Source: an optimization exercise on an open RTL-to-GDS flow (aim: small area and a short achievable clock period). Production flows keep margins and buffers that such runs may drop. Function was checked by simulation only, so behaviour that the tests miss may differ from the original. Power figures rest on the tool's default switching activity, not on a simulated workload.

**config.mk**
```make
export PLATFORM = sky130hd
export DESIGN_NAME = DataPath16BitCpu_Clean
export DESIGN_NICKNAME = DataPath16BitCpu_Clean
export VERILOG_FILES = /design/flow/design.v
export SDC_FILE = /design/flow/constraint.sdc
export NUM_CORES = 4
export LEC_CHECK = 0
export CAP_MARGIN = 20
export CORE_MARGIN = 2
export CORE_UTILIZATION = 40
export PLACE_DENSITY = 0.6
export SETUP_SLACK_MARGIN = 5
export SLEW_MARGIN = 20
```
**constraint.sdc**
```tcl
create_clock -name core_clock -period 14.0 [get_ports {Clk}]
set_input_delay 2.8000 -clock core_clock [delete_from_list [all_inputs] [get_ports {Clk}]]
set_output_delay 2.8000 -clock core_clock [all_outputs]
set_load 0.01 [all_outputs]
```
**design.v**
```verilog
`timescale 1ns / 1ps
module DataPath16BitCpu_Clean(Clk,Reset,Restart,Ins,Mem_Out,PC,A,ALU_Out,B,MemWrite);
    input Clk;                           
    input Reset;                         
    input Restart;                       
    input [15:0] Ins;                    
    input [15:0] Mem_Out;                
    output [15:0] PC;                    
    output [15:0] A;                     
    output [15:0] ALU_Out;               
    output [15:0] B;                     
    output MemWrite;                     
    wire [3:0] op = Ins[15:12];
    wire [3:0] rs = Ins[11:8];
    wire [3:0] rt = Ins[7:4];
    wire [3:0] rd = Ins[3:0];
    wire [15:0] off = {{12{Ins[3]}}, Ins[3:0]};
    wire is_lw  = (op == 4'd8);
    wire is_sw  = (op == 4'd10);
    wire is_bne = (op == 4'd14);
    wire is_jmp = (op == 4'd15);
    wire is_r   = (op == 4'd0) | (op == 4'd1) | (op == 4'd2) | (op == 4'd6) | (op == 4'd7);
    wire we     = is_r | is_lw;
    wire [3:0] wa = op[3] ? rt : rd;     
    wire sub     = op[2];                
    assign MemWrite = is_sw;
    wire [15:0] C;                       
    wire [255:0] Rf;
    reg  [15:0] V;                       
    genvar i;
    generate
        for (i = 0; i < 16; i = i + 1) begin : rf
            reg [15:0] q;
            always @(posedge Clk)
                if (we && wa == i) q <= C;
            assign Rf[i*16 +: 16] = q;
        end
    endgenerate
    always @(posedge Clk or negedge Reset)
        if (~Reset) V <= 16'd0;
        else if (we) V <= V | (16'd1 << wa);
    wire [15:0] sA, sB;
    generate
        for (i = 0; i < 16; i = i + 1) begin : dec
            assign sA[i] = (rs == i) & V[i];
            assign sB[i] = (rt == i) & V[i];
        end
    endgenerate
    RdMux16 rdA (.s(sA), .d(Rf), .y(A));
    RdMux16 rdB (.s(sB), .d(Rf), .y(B));
    wire [4:0] lo = {1'b0, A[3:0]} + {1'b0, Ins[3:0]};
    wire c4 = lo[4];
    wire incr = c4 & ~Ins[3];
    wire decr = ~c4 & Ins[3];
    wire [15:4] ones, zeros;             
    assign ones[4] = 1'b1;
    assign zeros[4] = 1'b1;
    generate
        for (i = 5; i < 16; i = i + 1) begin : pfx
            assign ones[i]  = &A[i-1:4];
            assign zeros[i] = ~|A[i-1:4];
        end
    endgenerate
    assign ALU_Out = {A[15:4] ^ (({12{incr}} & ones) | ({12{decr}} & zeros)), lo[3:0]};
    wire [15:0] y = B ^ {16{sub}};
    wire [15:0] sum = A + y + {15'd0, sub};
    wire ne = ~&(A ^ y);                 
    reg [15:0] res;
    always @(*)
        case (op[2:0])
            3'd0: res = A & B;
            3'd1: res = A | B;
            3'd7: res = {16{sum[15]}};
            default: res = sum;          
        endcase
    assign C = op[3] ? Mem_Out : res;
    reg [15:0] PCr;
    wire [15:0] pc1 = PCr + 16'd1;
    wire [15:0] pcb = pc1 + off;
    wire [15:0] PC_Next = is_jmp ? Ins : (is_bne & ne) ? pcb : pc1;
    always @(posedge Clk or negedge Restart)
        if (~Restart) PCr <= 16'd0;
        else PCr <= PC_Next;
    assign PC = PCr;
endmodule
module RdMux16(s, d, y);
    input [15:0] s;
    input [255:0] d;
    output [15:0] y;
    genvar b, k;
    generate
        for (b = 0; b < 16; b = b + 1) begin : bit_
            wire [7:0] p;
            for (k = 0; k < 8; k = k + 1) begin : pair
                assign p[k] = (s[2*k] & d[(2*k)*16 + b]) | (s[2*k+1] & d[(2*k+1)*16 + b]);
            end
            assign y[b] = (p[0] | p[1] | p[2] | p[3]) | (p[4] | p[5] | p[6] | p[7]);
        end
    endgenerate
endmodule
```
**run.sh**
```bash
#!/bin/bash
# synth_recipe.tcl (not shown) runs the flow's synth.tcl, then flattens the netlist and writes it again
# the make line also repeats each setting of config.mk as NAME=value (left out here)
make -C /OpenROAD-flow-scripts/flow DESIGN_CONFIG=/design/flow/config.mk WORK_HOME=/design/flow/orfs CLKGATE_MAP_FILE= SYNTH_SCRIPT=/design/flow/synth_recipe.tcl finish
```
==> impl_metrics.ini, run 1 <==
[run_status]
run_status = no timing/DRC/antenna violations

[floorplanning]
fp.dieW_um = 207
coreArea_um2 = 40700
die_h_um = 207
num_io_pins = 100
start_util = 0.405
die_area_um2 = 42900
rows = 74

[sta]
drv_slew = 0
worst_pin_slew_ns = 1.18
tns_ns = 0
skew_ns = 0.0314
setup_viol_count_final = 0
timing.fmax_mhz = 110
finalHoldViolations = 0
grt_setup_unrepaired = true
finalCritPeriodShare = 0.649
slew_headroom = 0.216
min_period_ns = 9.09

[synth]
syn_area_per_cell_um2 = 10.8
ys_seq_area_frac = 0.515
yosysWarnings = 1
synth-edff-count = 256
synth.most_common_cell = edfxtp_1
syn_area_um2 = 16500
synth_common_cells = edfxtp_1 (256), a22oi_1 (173), nand2_1 (144)
synthTopCellsByArea = edfxtp_1 (47%), a22oi_1 (7.9%), dfrtp_1 (4.9%)
netlist_instances = 1524
yosys.cell_types.count = 104
synth_flop_cell = edfxtp_1
synth_top_cell_area_share = 0.466
yosysTopAreaCell = edfxtp_1
async_reset_ff_frac = 0.111
synth-seq-cells = 288
synth_nets = 1598

[global_route]
grt_start_max_net_pins = 30
grt_pass1_vias = 14300
grtUsageTotal = 0.315
grt_first_pass_wirelength_mm = 99.8
grt-ovfl-total = 0
antenna_found_initial = 0

[power_and_ir_drop]
power.switching_mw = 1.05
seqPwrFrac = 0.365
powerDensity_nw_per_um2 = 147
leakagePower_nw = 7.58
switching_share = 0.351
clkPwrFrac = 0.274
p_int_mw = 1.95
max-vdd-ir-drop_v = 0.000106
p_total_mw = 3.00
p_comb_frac = 0.361

[worst_setup_path]
slowest_stage = nor4b_4
end_kind = output port
start_kind = input port
cpPeakStageDelay_ns = 0.32
cp_data_required_time_ns = 11.20
crit_chain = buf_16, and4b_2, and2_4, buf_4, a22oi_1, nand2_1, nor4_4, inv_2, ha_4, a21o_1, a21o_1, ha_2, nor4b_4, nor4b_4, buf_4, and3_4, a31oi_4, xnor2_1, buf_2
worstSetupPathType = in2out
arrival_ns = 6.29
crit_fanout = 7

[place]
portBuffers = 99
hpwl_mm = 45.9
gp_congestion = 0.971

[drt]
drtIter0Drc = 2123
drt_first_pass_iters = 9
wirelength_mm = 70.0
num_vias = 14900
post_drt_wl_per_cell_um = 31.3
drcViolationCount = 0
antenna_left = 0
via_per_inst = 6.68

[layout]
post-route-util = 0.501
diodes = 0
area_delta_synth_final_pct = 23.7
nNetsFinal = 1752
drive_gt1_frac = 0.197

[min_path]
min_path_type = reg2reg

[cts]
cts_tree = done
cts_root_buf = clkbuf_16
clockBufferDepth = 3
cts_sinks = 288
cts_hold_buf = 0
cts_htree_levels = 1
clock_latency_ns = 0.60
numCtsBuffers = 31
clkTransAtPathRegs_ns = 0.06

[run]
max-cap-violations = 0
[stage by stage]
| step | setup WS (ns) | std cells | cell area (um2) | hold slack [ns] |
|---|---|---|---|---|
| after floorplan | 5.01 | 1524 | 16500 | 0.468 |
| after global placement | 2.53 | 2105 | 18300 | 0.522 |
| after detailed placement | 2.21 | 2105 | 18300 | 0.539 |
| after CTS | 4.98 | 2225 | 20300 | 0.551 |
| after global routing | 4.82 | 2235 | 20400 | 0.588 |
| final | 4.91 | 2235 | 20400 | 0.561 |
[state kept, by name, summed over array words and instances (netlist names)]
signal / cells
rf.q: 256
V: 16
PCr: 16
[worst max-delay path, delay by kind of cell]
kind,cells,cell delay (ns)
buffers and inverters,5,0.71
and+or+nand+nor,7,1.67
AOI/OAI and AO/OA,4,0.46
adders and majority gates,2,0.47
xor gates and xnor gates,1,0.17
[area by class of cell]
type / instances / area (um2)
Sequential cell: 288 / 8490
Clock buffer: 43 / 861
Timing Repair Buffer: 223 / 2120
Multi-Input combinational cell: 1086 / 7930
Tap cell: 532 / 666
Fill cell: 3647 / 20300
Clock inverter: 15 / 149
Inverter: 48 / 183
[layout by cell type, fill, tap and decap left out, types with 6 or more instances in the layout]
cell,n
inv_1,40
or2_2,18
o211ai_1,6
a21oi_1,51
nand3_1,137
nand3b_1,8
a31oi_1,10
edfxtp_1,256
ha_1,31
buf_16,10
clkbuf_16,31
mux2i_1,8
and3_1,28
clkinv_1,6
nor4_2,6
nand2_1,142
xor2_1,11
o21ai_0,36
a22oi_1,163
clkbuf_1,8
xnor2_1,46
buf_4,114
maj3_1,10
clkdlybuf4s50_1,83
and2_1,14
a22oi_2,10
nor2_1,49
a21o_1,16
nor4_4,10
nor4_1,16
nand4_1,38
and2_4,17
nor3_1,16
nor2_4,12
dfrtp_1,32
[power by group through the flow]
stage / combinational, mW / clock (mW) / sequential [mW]
after floorplan: 0.627 / 0 / 1.09
after global placement: 1.00 / 0 / 1.11
after detailed placement: 1.02 / 0 / 1.11
after CTS: 1.06 / 0.825 / 1.09
after global routing: 1.16 / 0.860 / 1.10
final: 1.08 / 0.822 / 1.10
[final timing paths]
check / startpoint / slack, ns / endpoint / cells past startpoint
max in group asynchronous: Reset / 10.66 / V[0] / 1
setup reg to reg: V[9] / 7.49 / rf[3].q[5] / 18
hold / removal: V[0] / 0.56 / V[0] / 1
setup / recovery: Ins[9] / 4.91 / ALU_Out[13] / 19
min in group asynchronous: Restart / 2.69 / PCr[13] / 1
hold reg to reg: V[0] / 0.56 / V[0] / 1
[cell families (layout without fill, tap and decap cells)]
| family | after synthesis | in the layout | share of synthesized area |
|---|---|---|---|
| mux | 12 | 12 | 0.00759 |
| simple gates | 595 | 595 | 0.201 |
| fa+ha+maj | 49 | 49 | 0.0370 |
| compound gates | 371 | 371 | 0.167 |
| xor+xnor | 59 | 59 | 0.0331 |
| flops | 288 | 288 | 0.515 |
| buf+inv | 150 | 329 | 0.0398 |
[layer usage]
metal	GRT usage	up-vias	routed length, um
met5	0	-	0
met3	0.0782	300	8260
met4	0.153	0	4360
li1	-	6212	-
met2	0.473	1164	29900
met1	0.427	7247	27500
[what timing repair did]
action / CTS / global route
endpoints found under the hold margin: 0 / 0
gates resized for setup: 155 / 19
pin swaps: 36 / 16
buffers inserted: 56 / 10
endpoints found under the setup margin: 140 / 54
gates cloned: 6 / 0
==> run 2: changes to the inputs <==
--- a/config.mk
+++ b/config.mk
@@ -5,6 +5,7 @@
 export SDC_FILE = /design/flow/constraint.sdc
 export NUM_CORES = 4
 export LEC_CHECK = 0
+export ABC_AREA = 1
 export CAP_MARGIN = 20
 export CORE_MARGIN = 2
 export CORE_UTILIZATION = 40
==> run 2 against run 1 <==
Critical path depth down 9. Sequential cell count is the same. Wire length shrank 5.5%. Highest routed layer unchanged. Largest cell class unchanged. Still clean on timing, DRC and antenna. Setup slack better by 0.13 ns. Combinational power decreased by 26%. Clock power grew about 10%.
==> impl_metrics.ini, run 2 <==
[global_route]
grtUsageTotal = 0.314
antenna_found_initial = 2
grt_start_max_net_pins = 28
grt-ovfl-total = 0
grt_pass1_vias = 14200
grt_first_pass_wirelength_mm = 95.0

[worst_setup_path]
crit_fanout = 8
end_kind = output port
worstReg2RegStart = V[12]
r2r_cells = 21
r2r_setup_slack_ns = 8.52
cp_data_required_time_ns = 11.20
arrival_ns = 6.16
start_kind = input port
reg2reg_to = rf[1].q[14]
worstSetupPathType = in2out

[drt]
via_per_inst = 5.94
post_drt_wl_per_cell_um = 26.7
num_vias = 14700
drt_first_pass_iters = 6
wirelength_mm = 66.1
drtIter0Drc = 1778
antenna_left = 0
drcViolationCount = 0

[cts]
cts_htree_levels = 1
cts_hold_buf = 0
clock_latency_ns = 0.59
numCtsBuffers = 31
clkTransAtPathRegs_ns = 0.06
clockBufferDepth = 3
cts_tree = done
cts_sinks = 288
cts_root_buf = clkbuf_16

[synth]
synth_top_family_by_area = simple AND/OR/NAND/NOR gates
synth-edff-count = 256
yosysWarnings = 1
syn_area_um2 = 16100
netlist_instances = 1782
synth.most_common_cell = nand2_1
synth_top_cell_area_share = 0.476
synthXorXnorAreaFrac = 0.0298
synth_compound_area_frac = 0.130
yosysTopAreaCell = edfxtp_1
synth_mux_area_frac = 0
syn_area_per_cell_um2 = 9.06
yosys.cell_types.count = 51
synth-seq-cells = 288
async_reset_ff_frac = 0.111
synth_adder_area_share = 0.0316
synth_flop_cell = edfxtp_1
synthTopCellsByArea = edfxtp_1 (48%), nand2_1 (9.7%), inv_1 (5.5%)
ys_seq_area_frac = 0.526
synth_nets = 1856
synth_common_cells = nand2_1 (418), edfxtp_1 (256), inv_1 (235)
synth-simple-area-share = 0.209

[layout]
largest_reg_flops = 256
largestRegisters = rf.q (256), PCr (16), V (16)
nFillCells = 3756
largest_register = rf.q
layout_commonest_cell = nand2_1
nNetsFinal = 1998
area_delta_synth_final_pct = 20.1
drive_gt1_frac = 0.116
final_cell_mix = nand2_1 (415), edfxtp_1 (256), inv_1 (230)
final_area_um2 = 19400

[run_status]
run_status = no timing/DRC/antenna violations

[min_path]
whs_path_depth = 2
min_path_type = reg2reg
hold_end = V[13]
holdCritStartpoint = V[13]

[floorplanning]
die_h_um = 205
die_area_um2 = 42000
start_util = 0.405
num_io_pins = 100
rows = 73
coreArea_um2 = 39800
fp.dieW_um = 205

[power_and_ir_drop]
p_comb_frac = 0.289
leakagePower_nw = 7.92
powerDensity_nw_per_um2 = 143
seqPwrFrac = 0.384
clkPwrFrac = 0.327
power.switching_mw = 0.901
max-vdd-ir-drop_v = 0.000110
switching_share = 0.325
p_int_mw = 1.87

[sta]
setup_viol_count_final = 0
grt_setup_unrepaired = false
finalHoldViolations = 0
drv_slew = 0
tns_ns = 0
finalCritPeriodShare = 0.640
min_period_ns = 8.96
worst_pin_slew_ns = 1.07
timing.fmax_mhz = 112
skew_ns = 0.0292
slew_headroom = 0.284

[place]
gp_congestion = 1.04
post_dp_cell_area_um2 = 17900
hpwl_mm = 47.0
portBuffers = 99

[run]
max-cap-violations = 0
-- run 2: area by class of cell --
type,instances,area [um2],share of cell area
clock inverter,23,333,0.0172
sequential,288,8490,0.438
inverter,257,986,0.0509
clock buffer,35,791,0.0408
timing repair buffer,150,1370,0.0705
multi-input combinational,1196,6760,0.349
antenna,1,2.50,0.000129
tap,525,657,0.0339
-- run 2: how the worst max path moves through the flow --
stage	startpoint	endpoint	slack, ns
CTS	Ins[8]	ALU_Out[10]	5.00
global placement	Ins[9]	ALU_Out[6]	3.53
detailed placement	Ins[9]	ALU_Out[6]	3.43
finish	Ins[4]	B[10]	5.04
floorplan	Ins[9]	ALU_Out[6]	5.41
global route	Ins[10]	ALU_Out[14]	5.01
-- run 2: power by group through the flow --
stage          Clock (mW)  Sequential, mW  Combinational [mW]
4_1_cts             0.912            1.06               0.786
2_1_floorplan           0            1.07               0.477
3_3_place_gp            0            1.08               0.766
6_report            0.907            1.06               0.802
3_5_place_dp            0            1.08               0.774
5_1_grt             0.946            1.07               0.885
-- run 2: kinds of logic (layout without fill, tap and decap cells) --
group | count (synthesis) | count (layout)
fa+ha+maj | 39 | 39
flops | 288 | 288
compound gates | 335 | 335
simple gates | 767 | 767
other cells | 0 | 1
buf+inv | 298 | 465
xor+xnor | 55 | 55
-- run 2: layer usage --
layer / up-vias / GRT usage / part of all wire
met4: 0 / 0.169 / 0.063
li1: 6477 / - / -
met2: 1068 / 0.491 / 0.44
met1: 6904 / 0.411 / 0.39
met3: 261 / 0.0605 / 0.11
met5: - / 0 / 0
-- run 2: metrics by stage --
step                worst slack (ns)  hold WS [ns]  instances  total power, mW  utilization
floorplan                       5.41         0.440       1782             1.55            -
CTS                             5.00         0.540       2465             2.76        0.482
global placement                3.53         0.522       2395             1.85        0.448
detailed placement              3.43         0.526       2395             1.85        0.449
global route                    5.01         0.564       2474             2.90        0.487
finish                          5.04         0.528       2475             2.77        0.487
-- run 2: repair_timing --
item                                    CTS  global route
endpoints found under the setup margin   20            25
hold endpoints to repair                  0             0
cloned                                    0             0
pin swaps                                 5             3
resized for setup                        58            28
buffers inserted                         12             9
-- run 2: worst max-delay path: stages --
cell             delay [ns]
clkdlybuf4s50_1        0.73
nor2_2                 0.21
nand2_1                0.53
clkinvlp_4             0.21
buf_4                  0.22
a22oi_1                0.15
o2111ai_1              0.17
nor2_1                 0.52
inv_1                  0.10
clkdlybuf4s50_1        0.50
==> run 3: changes to the inputs <==
--- a/config.mk
+++ b/config.mk
@@ -8,7 +8,7 @@
 export ABC_AREA = 1
 export CAP_MARGIN = 20
 export CORE_MARGIN = 2
-export CORE_UTILIZATION = 40
-export PLACE_DENSITY = 0.6
+export CORE_UTILIZATION = 65
+export PLACE_DENSITY = 0.8
 export SETUP_SLACK_MARGIN = 5
 export SLEW_MARGIN = 20
==> run 3 against run 2 <==
Sequential power is essentially flat. Hold slack got worse by 0.0062 ns. Sequential cell count is the same. Utilization increased by 29 points. Final cell count decreased by 8.8%. Count of clock-buffer cells in the layout unchanged. Die area down 38%. Cell area shrank 2.5%. Synthesized cell count unchanged. Largest cell class unchanged. Largest power group unchanged.
==> impl_metrics.ini, run 3 <==
[synth]
ys_seq_area_frac = 0.526
netlist_instances = 1782
async_reset_ff_frac = 0.111
synth-edff-count = 256
synth_flop_cell = edfxtp_1
synth_common_cells = nand2_1 (418), edfxtp_1 (256), inv_1 (235)
synth-seq-cells = 288
synthTopCellsByArea = edfxtp_1 (48%), nand2_1 (9.7%), inv_1 (5.5%)
yosysWarnings = 1
yosys.cell_types.count = 51
synth_nets = 1856
syn_area_per_cell_um2 = 9.06
synth.most_common_cell = nand2_1
syn_area_um2 = 16100
yosysTopAreaCell = edfxtp_1
synth_top_cell_area_share = 0.476

[place]
hpwl_mm = 42.8
dp_cells = 2191
dp_slack_ns = 3.25
gp_congestion = 1.02
post_dp_cell_area_um2 = 17600
portBuffers = 99

[floorplanning]
start_util = 0.664
coreArea_um2 = 24300
rows = 57
fp.dieW_um = 162
die_h_um = 162
num_io_pins = 100
die_area_um2 = 26100

[drt]
drtIter0Drc = 3075
num_vias = 15700
via_per_inst = 6.96
drcViolationCount = 0
post_drt_wl_per_cell_um = 28.3
antenna_left = 0
drt_first_pass_iters = 9
wirelength_mm = 63.9

[layout]
layout_commonest_cell = nand2_1
largest_reg_flops = 256
drive_gt1_frac = 0.107
largestRegisters = rf.q (256), PCr (16), V (16)
final_cell_mix = nand2_1 (414), edfxtp_1 (256), inv_1 (229)
post-route-util = 0.777
largest_register = rf.q
nFillCells = 1623
area_delta_synth_final_pct = 17.1
stdcell_count = 2256
final_area_um2 = 18900
nNetsFinal = 1983

[min_path]
hold_end = V[13]
holdCritStartpoint = V[13]
min_path_type = reg2reg
whs_path_depth = 2

[worst_setup_path]
crit_chain = clkdlybuf4s50_1, nand2_1, nor2_1, nand2_1, clkinvlp_4, nand2_1, o21ai_0, a211oi_1, and3_1, inv_1, clkdlybuf4s50_1
start_kind = input port
end_kind = output port
worstReg2RegStart = V[15]
r2r_cells = 21
critPathLaunch = Ins[6]
r2r_setup_slack_ns = 8.37
reg2reg_to = rf[10].q[14]
cp_data_required_time_ns = 11.20
critPathBufInv = 4
arrival_ns = 6.28
cpMostUsedCell = nand2_1
worstSetupPathType = in2out
critical_path.top_delay_family = buffers and inverters
cpPeakStageDelay_ns = 0.60
slowest_stage = clkdlybuf4s50_1
crit_fanout = 11

[sta]
fin_hold_ws_ns = 0.521
setup_viol_count_final = 0
drv_slew = 0
fin_ws_ns = 4.92
slew_headroom = 0.256
worst_pin_slew_ns = 1.11
timing.fmax_mhz = 110
finalCritPeriodShare = 0.649
skew_ns = 0.0227
tns_ns = 0
min_period_ns = 9.08
grt_setup_unrepaired = true
finalHoldViolations = 0

[global_route]
grt-ovfl-total = 0
grt_pass1_vias = 14800
grt_start_max_net_pins = 28
grt_first_pass_wirelength_mm = 92.0
grtUsageTotal = 0.485
antenna_found_initial = 3

[power_and_ir_drop]
p_total_mw = 2.69
powerDensity_nw_per_um2 = 142
leakagePower_nw = 7.75
max-vdd-ir-drop_v = 0.000171

[cts]
clkTransAtPathRegs_ns = 0.06
cts_root_buf = clkbuf_16
cts_tree = done
numCtsBuffers = 28
clock_latency_ns = 0.57
cts_sinks = 288
clockBufferDepth = 3
cts_htree_levels = 1

[run_status]
run_status = no timing/DRC/antenna violations

[run]
max-cap-violations = 0
run 3: cell counts after synthesis:
No cell type changed its count.
run 3: worst max-delay path by stage:
stage               depth (start not counted)  slack [ns]         end
global route                               18        4.87  ALU_Out[6]
global placement                           17        3.55  ALU_Out[6]
finish                                     11        4.92        B[9]
detailed placement                         17        3.25  ALU_Out[6]
floorplan                                  17        5.41  ALU_Out[6]
CTS                                        17        4.99  ALU_Out[6]
run 3: area by class of cell:
| type | count | area, um2 | area share |
|---|---|---|---|
| inverters | 257 | 993 | 0.0526 |
| diodes | 1 | 2.50 | 0.000132 |
| flip-flops and latches | 288 | 8490 | 0.449 |
| clock buffers | 35 | 748 | 0.0396 |
| multi-input cells | 1196 | 6770 | 0.358 |
| clock inverters | 17 | 210 | 0.0111 |
| well taps | 324 | 405 | 0.0215 |
| repair buffers | 138 | 1280 | 0.0677 |
run 3: metal layers:
| metal | global-route usage | routed length [um] | share of wire | vias up |
|---|---|---|---|---|
| met5 | 0 | 13 | 0.00020 | - |
| met4 | 0.317 | 5880 | 0.092 | 2 |
| met3 | 0.172 | 10800 | 0.17 | 489 |
| met2 | 0.729 | 26900 | 0.42 | 1557 |
| met1 | 0.596 | 20400 | 0.32 | 7194 |
| li1 | - | - | - | 6456 |
run 3: cell families (layout without fill, tap and decap cells):
group           after synthesis  after routing  share of synthesized area
compound gates              335            335                      0.130
buf+inv                     298            447                     0.0728
fa+ha+maj                    39             39                     0.0316
simple gates                767            767                      0.209
xor+xnor                     55             55                     0.0298
other cells                   0              1                          0
flops                       288            288                      0.526
run 3: tightest hold or removal path, delay by kind of cell (launching register included):
family	cells	cell delay, ns
buf+inv	1	0.07
flops	1	0.33
compound gates	1	0.08
run 3: repair_timing:
item	CTS	global route
setup buffers	9	3
pin swaps	7	3
gates resized for setup	70	19
endpoints found under the setup margin	21	21
hold buffers	0	0
run 3: report_power, final:
part           internal (mW)  switching, mW
clock                  0.470          0.333
combinational          0.301          0.521
sequential              1.02         0.0455
==> run 4: changes to the inputs <==
==> flow/run.sh (new file) <==
#!/bin/bash
# Layout: the standard flow, with plain buffers on the ports instead of the
# default pick, and a tighter setup repair target. Synthesis is the standard one.
set -euo pipefail
bash standard.sh synth > synth.log 2>&1
bash standard.sh "BUFFER_PORTS_ARGS=-buffer_cell sky130_fd_sc_hd__buf_4" finish > layout.log 2>&1
==> standard.sh (new file) <==
#!/bin/bash
# synth_recipe.tcl (not shown) runs the flow's synth.tcl, then flattens the netlist and writes it again
# the make line also repeats each setting of config.mk as NAME=value (left out here)
make -C /OpenROAD-flow-scripts/flow DESIGN_CONFIG=/design/flow/config.mk WORK_HOME=/design/flow/orfs CLKGATE_MAP_FILE= SYNTH_SCRIPT=/design/flow/synth_recipe.tcl "${@:-finish}"
--- a/config.mk
+++ b/config.mk
@@ -8,7 +8,7 @@
 export ABC_AREA = 1
 export CAP_MARGIN = 20
 export CORE_MARGIN = 2
-export CORE_UTILIZATION = 65
-export PLACE_DENSITY = 0.8
+export CORE_UTILIZATION = 40
+export PLACE_DENSITY = 0.6
 export SETUP_SLACK_MARGIN = 5
 export SLEW_MARGIN = 20
removed: run.sh
==> run 4 against run 3 <==
Still clean. Count of clock-buffer cells in the layout unchanged. Fmax up 2.3%. Utilization down 31 points. Combinational power down 6.0%. Clock skew down 0.012 ns. Sequential share of layout area up 0.27 points. Sequential cell count unchanged. Register-to-register slack worse by 0.31 ns. Wire length up 5.0%. Clock power up 5.2%. Via count down 7.4%. Synthesized area unchanged. Critical path type unchanged.
==> impl_metrics.ini, run 4 <==
[sta]
finalHoldViolations = 0
min_period_ns = 8.88
grt_setup_unrepaired = false
finalCritPeriodShare = 0.634
timing.fmax_mhz = 113
tns_ns = 0
setup_viol_count_final = 0
fin_hold_ws_ns = 0.515
slew_headroom = 0.192
drv_slew = 0
skew_ns = 0.0110
worst_pin_slew_ns = 1.21

[drt]
drt_first_pass_iters = 6
wirelength_mm = 67.1
via_per_inst = 5.92
antenna_left = 0
post_drt_wl_per_cell_um = 27.4
num_vias = 14500
drtIter0Drc = 1566
drcViolationCount = 0

[power_and_ir_drop]
p_total_mw = 2.68
powerDensity_nw_per_um2 = 143
max-vdd-ir-drop_v = 0.0000984
leakagePower_nw = 7.80

[floorplanning]
die_h_um = 205
num_io_pins = 100
fp.dieW_um = 205
start_util = 0.405
die_area_um2 = 42000
coreArea_um2 = 39800
rows = 73

[layout]
drive_gt1_frac = 0.146
area_delta_synth_final_pct = 16.4
nNetsFinal = 1977
nFillCells = 3868
diodes = 0
final_cell_mix = nand2_1 (417), edfxtp_1 (256), inv_1 (233)
largest_reg_flops = 256
largest_register = rf.q
largestRegisters = rf.q (256), PCr (16), V (16)
layout_commonest_cell = nand2_1

[global_route]
grt_start_max_net_pins = 28
grt_pass1_vias = 14000
met2_usage = 0.504
grt.met1_usage = 0.424
grtUsageMet3 = 0.0507
grtUsageTotal = 0.319
antenna_found_initial = 3
grt-busiest-layer = met2
grt-ovfl-total = 0
grt_first_pass_wirelength_mm = 95.7

[worst_setup_path]
slowest_stage = nor4_4
worstSetupPathType = in2out
crit_chain = buf_4, inv_1, nor2_2, nand3_2, inv_2, nand2_1, o2111ai_1, nor4_4, inv_1, ha_2, a21o_1, a31oi_4, inv_1, ha_4, inv_1, o21ai_0, xor2_1, buf_4
end_kind = output port
cpPeakStageDelay_ns = 0.47
cpMostUsedCell = inv_1
cp_data_required_time_ns = 11.20
arrival_ns = 6.08
crit_fanout = 9
start_kind = input port

[synth]
yosysTopAreaCell = edfxtp_1
syn_area_um2 = 16100
synth_nets = 1856
netlist_instances = 1782
yosys.cell_types.count = 51
syn_area_per_cell_um2 = 9.06
ys_seq_area_frac = 0.526
synth_top_cell_area_share = 0.476
synth-seq-cells = 288
synth.most_common_cell = nand2_1
synth-edff-count = 256
yosysWarnings = 1
synth_flop_cell = edfxtp_1
async_reset_ff_frac = 0.111
synthTopCellsByArea = edfxtp_1 (48%), nand2_1 (9.7%), inv_1 (5.5%)
synth_common_cells = nand2_1 (418), edfxtp_1 (256), inv_1 (235)

[place]
hpwl_mm = 48.3
portBuffers = 99
gp_congestion = 0.990

[cts]
clock_latency_ns = 0.59
cts_root_buf = clkbuf_16
cts_sinks = 288
cts_htree_levels = 1
clockBufferDepth = 3
clkTransAtPathRegs_ns = 0.06
cts_tree = done
numCtsBuffers = 31

[run]
max-cap-violations = 0

[run_status]
run_status = no timing/DRC/antenna violations

[min_path]
min_path_type = reg2reg
[run 4: cell counts after synthesis]
Identical to the previous run, type by type.
[run 4: final timing paths]
| kind | from | to | slack, ns | cells past startpoint |
|---|---|---|---|---|
| max | Ins[8] | ALU_Out[5] | 5.12 | 18 |
| min | V[12] | V[12] | 0.51 | 2 |
| max reg2reg | V[15] | rf[2].q[14] | 8.06 | 21 |
| min reg2reg | V[12] | V[12] | 0.51 | 2 |
| max in group asynchronous | Reset | V[10] | 11.74 | 1 |
| min in group asynchronous | Reset | V[4] | 2.06 | 1 |
[run 4: worst max-delay path: cells and delay by family]
family	cells	cell delay, ns
compound gates	4	0.64
xor+xnor	1	0.17
fa+ha+maj	2	0.62
buf+inv	7	0.95
simple gates	4	0.86
[run 4: metrics by stage]
step | utilization | cells | instance area (um2) | worst slack (ns)
detailed placement | 0.442 | 2392 | 17600 | 4.32
finish | 0.472 | 2453 | 18800 | 5.12
global route | 0.472 | 2453 | 18800 | 4.99
CTS | 0.470 | 2452 | 18700 | 5.01
global placement | 0.442 | 2392 | 17600 | 4.45
floorplan | - | 1782 | 16100 | 5.41
[run 4: timing repair]
item                                    CTS  global route
endpoints found under the setup margin   12            11
buffers inserted                          2             1
pin swaps                                 1             2
hold buffers                              0             0
resized for setup                         9            14
[run 4: power breakdown]
part           leakage [nW]  internal, mW  switching, mW
Combinational          4.63         0.275          0.498
Clock                 0.503         0.485          0.358
Sequential             2.66          1.02         0.0462
Total                  7.80          1.78          0.902
[run 4: final cells by class]
type / instances / area [um2] / area share
clock buffers: 35 / 791 / 0.0421
well taps: 525 / 657 / 0.0350
multi-input cells: 1196 / 6650 / 0.354
flip-flops and latches: 288 / 8490 / 0.452
repair buffers: 129 / 972 / 0.0518
clock inverters: 23 / 258 / 0.0137
inverters: 257 / 972 / 0.0518
[run 4: layer usage]
| metal | up-vias | share of wire | wire [um] |
|---|---|---|---|
| li1 | 6433 | - | - |
| met1 | 6968 | 0.41 | 27300 |
| met2 | 890 | 0.44 | 29500 |
| met3 | 240 | 0.094 | 6280 |
| met4 | 2 | 0.060 | 4030 |
| met5 | - | 0.00019 | 13 |
[run 4: kinds of logic (layout without fill, tap and decap cells)]
kind of cell | Yosys count | after routing | synth area share
DFF | 288 | 288 | 0.526
adders and majority gates | 39 | 39 | 0.0316
and+or+nand+nor | 767 | 767 | 0.209
xor gates and xnor gates | 55 | 55 | 0.0298
AOI/OAI and AO/OA | 335 | 335 | 0.130
buffers and inverters | 298 | 444 | 0.0728
==> run 5: changes to the inputs <==
==> flow/run.sh (replaced) <==
#!/bin/bash
# Layout flow: the standard flow (standard.sh) with three changes:
#  - synthesis is the standard flow's synthesis script with an area-oriented ABC mapping
#    script (flow/area.abc) in place of ORFS's; registers are unchanged;
#  - port buffers are plain buf_4 cells;
#  - setup repair aims for a larger slack margin.
# Each step's full output goes to its own log file here.
set -euo pipefail
F=$(pwd)/flow
MY_ABC_SCRIPT=$F/area.abc bash standard.sh SYNTH_SCRIPT=$F/synth.tcl synth > synth.log 2>&1
bash standard.sh "BUFFER_PORTS_ARGS=-buffer_cell sky130_fd_sc_hd__buf_4" SETUP_SLACK_MARGIN=6  finish > layout.log 2>&1
==> flow/area.abc (new file) <==
strash; dc2; &get -n; &dch -f; &nf -R 1000; &put
==> flow/synth.tcl (new file) <==
proc synth {args} { yosys synth -nofsm -noshare {*}$args }
proc abc {args} {
  set i [lsearch -exact $args -script]
  if { $i >= 0 && [info exists ::env(MY_ABC_SCRIPT)] } { lset args [expr {$i + 1}] $::env(MY_ABC_SCRIPT) }
  yosys abc {*}$args
}
source $::env(SCRIPTS_DIR)/synth.tcl
# left out here: clear keep_hierarchy, flatten, clean up, hide names made inside functions, write 1_2_yosys.v
--- a/config.mk
+++ b/config.mk
@@ -5,10 +5,8 @@
 export SDC_FILE = /design/flow/constraint.sdc
 export NUM_CORES = 4
 export LEC_CHECK = 0
-export ABC_AREA = 1
 export CAP_MARGIN = 20
 export CORE_MARGIN = 2
 export CORE_UTILIZATION = 40
 export PLACE_DENSITY = 0.6
-export SETUP_SLACK_MARGIN = 5
 export SLEW_MARGIN = 20
==> run 5 against run 4 <==
Still clean. Non-clock buffer count rose by 50. Hold slack better by 0.0055 ns. Critical path depth up 4. Sequential power about the same. Register-to-register slack improved by 0.39 ns. Sequential cell count unchanged. Cell area shrank 6.2%. Final cell count decreased by 27%. Combinational power up 6.0%. First-iteration DRC count grew 40%. Largest cell class unchanged. Largest power group unchanged.
==> impl_metrics.ini, run 5 <==
[power_and_ir_drop]
p_comb_frac = 0.301
switching_share = 0.314
powerDensity_nw_per_um2 = 154
seqPwrFrac = 0.397
p_total_mw = 2.72
p_int_mw = 1.87
leakagePower_nw = 6.24
max-vdd-ir-drop_v = 0.000105
power.switching_mw = 0.853
clkPwrFrac = 0.302

[synth]
yosys.cell_types.count = 42
synth.most_common_cell = edfxtp_1
syn_area_um2 = 14100
synth-edff-count = 256
syn_area_per_cell_um2 = 12.8
synth_top_cell_area_share = 0.546
synth_flop_cell = edfxtp_1
synth_common_cells = edfxtp_1 (256), a222oi_1 (111), nand2_1 (78)
synth_nets = 1172
yosysWarnings = 1
synthTopCellsByArea = edfxtp_1 (55%), a222oi_1 (7.9%), dfrtp_1 (5.7%)
synth-seq-cells = 288
ys_seq_area_frac = 0.603
yosysTopAreaCell = edfxtp_1
async_reset_ff_frac = 0.111
netlist_instances = 1098

[layout]
final_cell_mix = edfxtp_1 (256), buf_4 (172), a222oi_1 (111)
diodes = 0
area_delta_synth_final_pct = 25.2
largestRegisters = rf.q (256), PCr (16), V (16)
nNetsFinal = 1383
layout_commonest_cell = edfxtp_1
largest_register = rf.q
largest_reg_flops = 256
drive_gt1_frac = 0.240

[worst_setup_path]
worstSetupPathType = in2out
crit_fanout = 5
arrival_ns = 6.79
end_kind = output port
cp_data_required_time_ns = 11.20
start_kind = input port

[cts]
cts_hold_buf = 0
cts_htree_levels = 1
cts_sinks = 288
clockBufferDepth = 3
clock_latency_ns = 0.55
numCtsBuffers = 29
cts_tree = done
clkTransAtPathRegs_ns = 0.06
cts_root_buf = clkbuf_16

[sta]
grt_setup_unrepaired = true
drv_slew = 0
finalHoldViolations = 0
worst_pin_slew_ns = 1.04
setup_viol_count_final = 0
fin_ws_ns = 4.41
timing.fmax_mhz = 104
tns_ns = 0
min_period_ns = 9.59
skew_ns = 0.0191
slew_headroom = 0.306
finalCritPeriodShare = 0.685

[drt]
antenna_left = 0
num_vias = 12100
drt_first_pass_iters = 11
post_drt_wl_per_cell_um = 31.0
drcViolationCount = 0
drtIter0Drc = 2194
wirelength_mm = 55.4
via_per_inst = 6.80

[global_route]
grt-ovfl-total = 0
grt_start_max_net_pins = 33
antenna_found_initial = 0
grt_first_pass_wirelength_mm = 77.3
grtUsageTotal = 0.294
grt_pass1_vias = 11600

[floorplanning]
die_h_um = 192
die_area_um2 = 36700
coreArea_um2 = 34600
start_util = 0.406
fp.dieW_um = 192
rows = 68
num_io_pins = 100

[place]
hpwl_mm = 33.2
portBuffers = 99
dp_slack_ns = 3.96
gp_congestion = 0.903

[run_status]
run_status = no timing/DRC/antenna violations

[min_path]
min_path_type = reg2reg

[run]
max-cap-violations = 0
run 5: cell types whose count changed in the layout (fill, tap and decap cells not counted), moves of 43 or more:
cell      before  now
o22ai_1       59    0
nand3_1       79   36
nor2_1       111   44
a222oi_1       0  111
o21ai_0      101   51
nand2_1      417   77
inv_1        233    0
buf_4        128  172
run 5: area by class of cell:
class / instances / area (um2)
inverter: 23 / 92.6
sequential: 288 / 8490
tap: 455 / 569
clock buffer: 31 / 733
timing repair buffer: 179 / 1380
multi-input combinational: 788 / 6080
fill: 2905 / 17000
clock inverter: 21 / 273
run 5: routing by layer:
| layer | track usage | part of all wire | vias to the layer above |
|---|---|---|---|
| met2 | 0.436 | 0.42 | 1044 |
| met1 | 0.372 | 0.36 | 5772 |
| met5 | 0 | 0 | - |
| met4 | 0.180 | 0.074 | 0 |
| met3 | 0.0964 | 0.15 | 296 |
| li1 | - | - | 5021 |
run 5: path summary, 6_finish.rpt:
| check | from | end | slack, ns | cells after the start |
|---|---|---|---|---|
| max in group asynchronous | Reset | V[3] | 11.73 | 1 |
| min reg2reg | V[1] | V[1] | 0.52 | 1 |
| max reg2reg | V[9] | rf[8].q[5] | 8.45 | 24 |
| max | Ins[8] | ALU_Out[15] | 4.41 | 22 |
| min | V[1] | V[1] | 0.52 | 1 |
| min in group asynchronous | Restart | PCr[9] | 2.10 | 1 |
run 5: power groups by stage:
stage / Sequential (mW) / Combinational, mW / Clock, mW
6_report: 1.08 / 0.818 / 0.822
3_5_place_dp: 1.10 / 0.726 / 0
2_1_floorplan: 1.09 / 0.448 / 0
5_1_grt: 1.09 / 0.890 / 0.859
3_3_place_gp: 1.10 / 0.716 / 0
4_1_cts: 1.08 / 0.762 / 0.825
run 5: through the flow:
stage           util  area (um2)  cells  hold slack (ns)
2_1_floorplan      -       14200   1098            0.449
3_3_place_gp   0.458       15900   1682            0.501
3_5_place_dp   0.458       15900   1683            0.508
4_1_cts        0.500       17300   1771            0.523
5_1_grt        0.509       17600   1785            0.538
6_report       0.509       17600   1785            0.520
run 5: critical path, stage by stage:
cell      delay (ns)
buf_6           0.11
and2_4          0.16
and3_4          0.21
a222oi_1        0.31
nand4_1         0.17
a211o_4         0.35
ha_4            0.18
fa_2            0.35
a21o_1          0.19
a21o_1          0.19
clkinv_2        0.07
ha_4            0.13
clkinv_4        0.05
nor4_4          0.14
nor2b_4         0.20
nor2b_4         0.17
nand2b_1        0.08
or3_4           0.36
nor3_4          0.14
mux2i_2         0.11
xnor2_1         0.14
buf_4           0.16
run 5: logic make-up (layout without fill, tap and decap cells):
kind of cell	Yosys count	in the layout	synth area share
buf+inv	23	254	0.00614
flops	288	288	0.603
simple gates	327	327	0.120
fa+ha+maj	46	46	0.0413
compound gates	350	351	0.189
mux	7	7	0.00516
xor+xnor	57	57	0.0355
run 5: timing repair:
action,CTS,global route
setup buffers,36,13
pin swaps,18,19
endpoints found under the setup margin,274,272
cloned,0,1
gates resized for setup,48,34
==> run 6: changes to the inputs <==
--- a/flow/run.sh
+++ b/flow/run.sh
@@ -8,4 +8,4 @@
 set -euo pipefail
 F=$(pwd)/flow
 MY_ABC_SCRIPT=$F/area.abc bash standard.sh SYNTH_SCRIPT=$F/synth.tcl synth > synth.log 2>&1
-bash standard.sh "BUFFER_PORTS_ARGS=-buffer_cell sky130_fd_sc_hd__buf_4" SETUP_SLACK_MARGIN=6  finish > layout.log 2>&1
+bash standard.sh "BUFFER_PORTS_ARGS=-buffer_cell sky130_fd_sc_hd__buf_4" SETUP_SLACK_MARGIN=7  finish > layout.log 2>&1
==> run 6 against run 5 <==
Via count up 9.7%. Sequential power about the same. Global-route usage up 2.7 points. Fmax down 0.36%. Power up 9.3%. Count of clock-buffer cells in the layout up 3. Highest routed layer unchanged.
==> impl_metrics.ini, run 6 <==
[cts]
cts_htree_levels = 1
cts_tree = done
cts_hold_buf = 0
cts_sinks = 288
cts_root_buf = clkbuf_16
clkTransAtPathRegs_ns = 0.06
numCtsBuffers = 29
clock_latency_ns = 0.57
clockBufferDepth = 3

[worst_setup_path]
end_kind = output port
r2r_cells = 28
start_kind = input port
crit_fanout = 7
reg2reg_to = rf[12].q[4]
cp_data_required_time_ns = 11.20
arrival_ns = 6.82
worstSetupPathType = in2out
r2r_setup_slack_ns = 8.73
worstReg2RegStart = V[5]

[global_route]
antenna_found_initial = 1
grt-ovfl-total = 0
grtUsageTotal = 0.321
grt_first_pass_wirelength_mm = 84.9
grt_pass1_vias = 12600
grt_start_max_net_pins = 34

[drt]
drcViolationCount = 0
drt_first_pass_iters = 15
num_vias = 13300
drtIter0Drc = 2710
via_per_inst = 6.88
post_drt_wl_per_cell_um = 31.9
wirelength_mm = 61.7
antenna_left = 0

[floorplanning]
die_area_um2 = 36700
rows = 68
start_util = 0.406
die_h_um = 192
num_io_pins = 100
fp.dieW_um = 192
coreArea_um2 = 34600

[layout]
largestRegisters = rf.q (256), PCr (16), V (16)
diodes = 0
stdcell_count = 1934
drive_gt1_frac = 0.368
nFillCells = 2683
nNetsFinal = 1533
area_delta_synth_final_pct = 43.6
largest_reg_flops = 256
final_area_um2 = 20200
final_cell_mix = edfxtp_1 (256), buf_4 (206), a222oi_1 (111)
layout_commonest_cell = edfxtp_1
largest_register = rf.q
post-route-util = 0.584

[synth]
yosys.cell_types.count = 42
ys_seq_area_frac = 0.603
syn_area_um2 = 14100
synth_flop_cell = edfxtp_1
syn_area_per_cell_um2 = 12.8
synth-seq-cells = 288
synth-edff-count = 256
synth_common_cells = edfxtp_1 (256), a222oi_1 (111), nand2_1 (78)
yosysTopAreaCell = edfxtp_1
yosysWarnings = 1
netlist_instances = 1098
synthTopCellsByArea = edfxtp_1 (55%), a222oi_1 (7.9%), dfrtp_1 (5.7%)
synth_nets = 1172
async_reset_ff_frac = 0.111
synth.most_common_cell = edfxtp_1
synth_top_cell_area_share = 0.546

[sta]
grt_setup_unrepaired = true
worst_pin_slew_ns = 1.02
fin_hold_ws_ns = 0.548
setup_viol_count_final = 0
skew_ns = 0.0199
drv_slew = 0
fin_ws_ns = 4.38
timing.fmax_mhz = 104
min_period_ns = 9.62
finalCritPeriodShare = 0.687
tns_ns = 0
finalHoldViolations = 0
slew_headroom = 0.321

[min_path]
hold_end = V[13]
holdCritStartpoint = V[13]
min_path_type = reg2reg
whs_path_depth = 1

[power_and_ir_drop]
powerDensity_nw_per_um2 = 147
p_total_mw = 2.97
max-vdd-ir-drop_v = 0.000125
leakagePower_nw = 7.41

[run_status]
run_status = no timing/DRC/antenna violations

[place]
portBuffers = 99
dp_slack_ns = 4.01
post_dp_cell_area_um2 = 16100
gp_congestion = 0.898
dp_cells = 1669
hpwl_mm = 33.0

[run]
max-cap-violations = 0
==> run 6: cell types whose count changed in the layout (fill, tap and decap cells not counted), sizes merged, moves of 2 or more <==
cell    change
inv         -2
a21oi       +2
clkbuf      +5
a22o        +3
and3        +3
buf       +137
==> run 6: critical path, cell delays in order <==
cell      delay [ns]
buf_12          0.11
and2_4          0.16
and3_4          0.17
buf_6           0.12
buf_8           0.12
a222oi_1        0.33
and4_1          0.29
nand3_4         0.17
fa_2            0.41
a21o_1          0.18
a21o_1          0.20
clkinv_2        0.06
ha_4            0.13
clkinv_4        0.05
nor4_4          0.15
nor2b_4         0.19
nor2b_4         0.18
nand2b_4        0.07
or3_4           0.36
nor3_4          0.14
mux2i_1         0.11
xnor2_1         0.15
buf_4           0.14
==> run 6: final cells by class <==
type,instances,area [um2],area share
multi-input cells,798,6920,0.342
clock inverters,17,253,0.0125
clock buffers,34,744,0.0368
flip-flops and latches,288,8490,0.420
repair buffers,319,3150,0.156
well taps,455,569,0.0282
inverters,23,92.6,0.00458
==> run 6: routing by layer <==
layer / vias up / wire (um) / track usage
li1: 5347 / - / -
met1: 6277 / 22200 / 0.409
met2: 1314 / 25900 / 0.479
met3: 366 / 9480 / 0.124
met4: 0 / 4040 / 0.151
met5: - / 0 / 0.00549
==> run 6: cell families (layout without fill, tap and decap cells) <==
group | after synthesis | in the layout | share of synthesized area
compound gates | 350 | 357 | 0.189
xor+xnor | 57 | 57 | 0.0355
fa+ha+maj | 46 | 46 | 0.0413
buf+inv | 23 | 393 | 0.00614
flops | 288 | 288 | 0.603
mux | 7 | 7 | 0.00516
simple gates | 327 | 331 | 0.120
==> run 6: timing repair <==
item | in CTS | in global routing
resized for setup | 183 | 79
buffers inserted | 161 | 39
gates cloned | 6 | 8
pin swaps | 87 | 65
endpoints found under the setup margin | 309 | 305
==> run 6: how the worst max path moves through the flow <==
| stage | startpoint | endpoint | cells past startpoint |
|---|---|---|---|
| detailed placement | Ins[8] | ALU_Out[15] | 22 |
| CTS | Ins[11] | ALU_Out[15] | 22 |
| finish | Ins[8] | ALU_Out[15] | 23 |
| global placement | Ins[8] | ALU_Out[15] | 22 |
| global route | Ins[11] | ALU_Out[15] | 22 |
| floorplan | Ins[8] | ALU_Out[15] | 20 |
==> run 6: where the power goes <==
| group | internal [mW] | switching [mW] | total, mW |
|---|---|---|---|
| combinational | 0.495 | 0.562 | 1.06 |
| clock | 0.491 | 0.336 | 0.827 |
| sequential | 1.03 | 0.0542 | 1.09 |
| total | 2.02 | 0.952 | 2.97 |

## what the ideal ports hide
The flow's constraints put no driver on any port. The routed layouts listed below were extracted and timed again, unchanged, in two steps. Step 1 assumes that a clkbuf_16 drives the clock port and a buf_2 every other input. Step 2, shift: input delay + t, output delay - t, t = (earliest + latest rising clock arrival at the registers) / 2. This alone moves slack from input paths to output paths. Three values: no drivers, after step 1, after step 2; two values: the first two.
run	t (ns)	setup WS [ns]	worst setup path at the end	worst register clock-pin slew, ns	cell pins on the clock port's net
run 1	0.635	4.913 / 4.703 / 4.581	input to register	0.07 / 0.07	1
run 2	0.633	5.042 / 5.014 / 5.014	input to output	0.07 / 0.07	1
run 3	0.606	4.920 / 4.890 / 4.890	input to output	0.07 / 0.07	1
run 4	0.639	5.122 / 5.078 / 5.078	input to output	0.07 / 0.07	1
run 5	0.587	4.412 / 4.358 / 4.358	input to output	0.07 / 0.07	1
run 6	0.617	4.378 / 4.329 / 4.329	input to output	0.07 / 0.07	1
After both steps setup and hold are still met in every run listed. The setup slack of run 1, which loses most, moves by -0.210 ns with the drivers and by -0.332 ns with both steps.
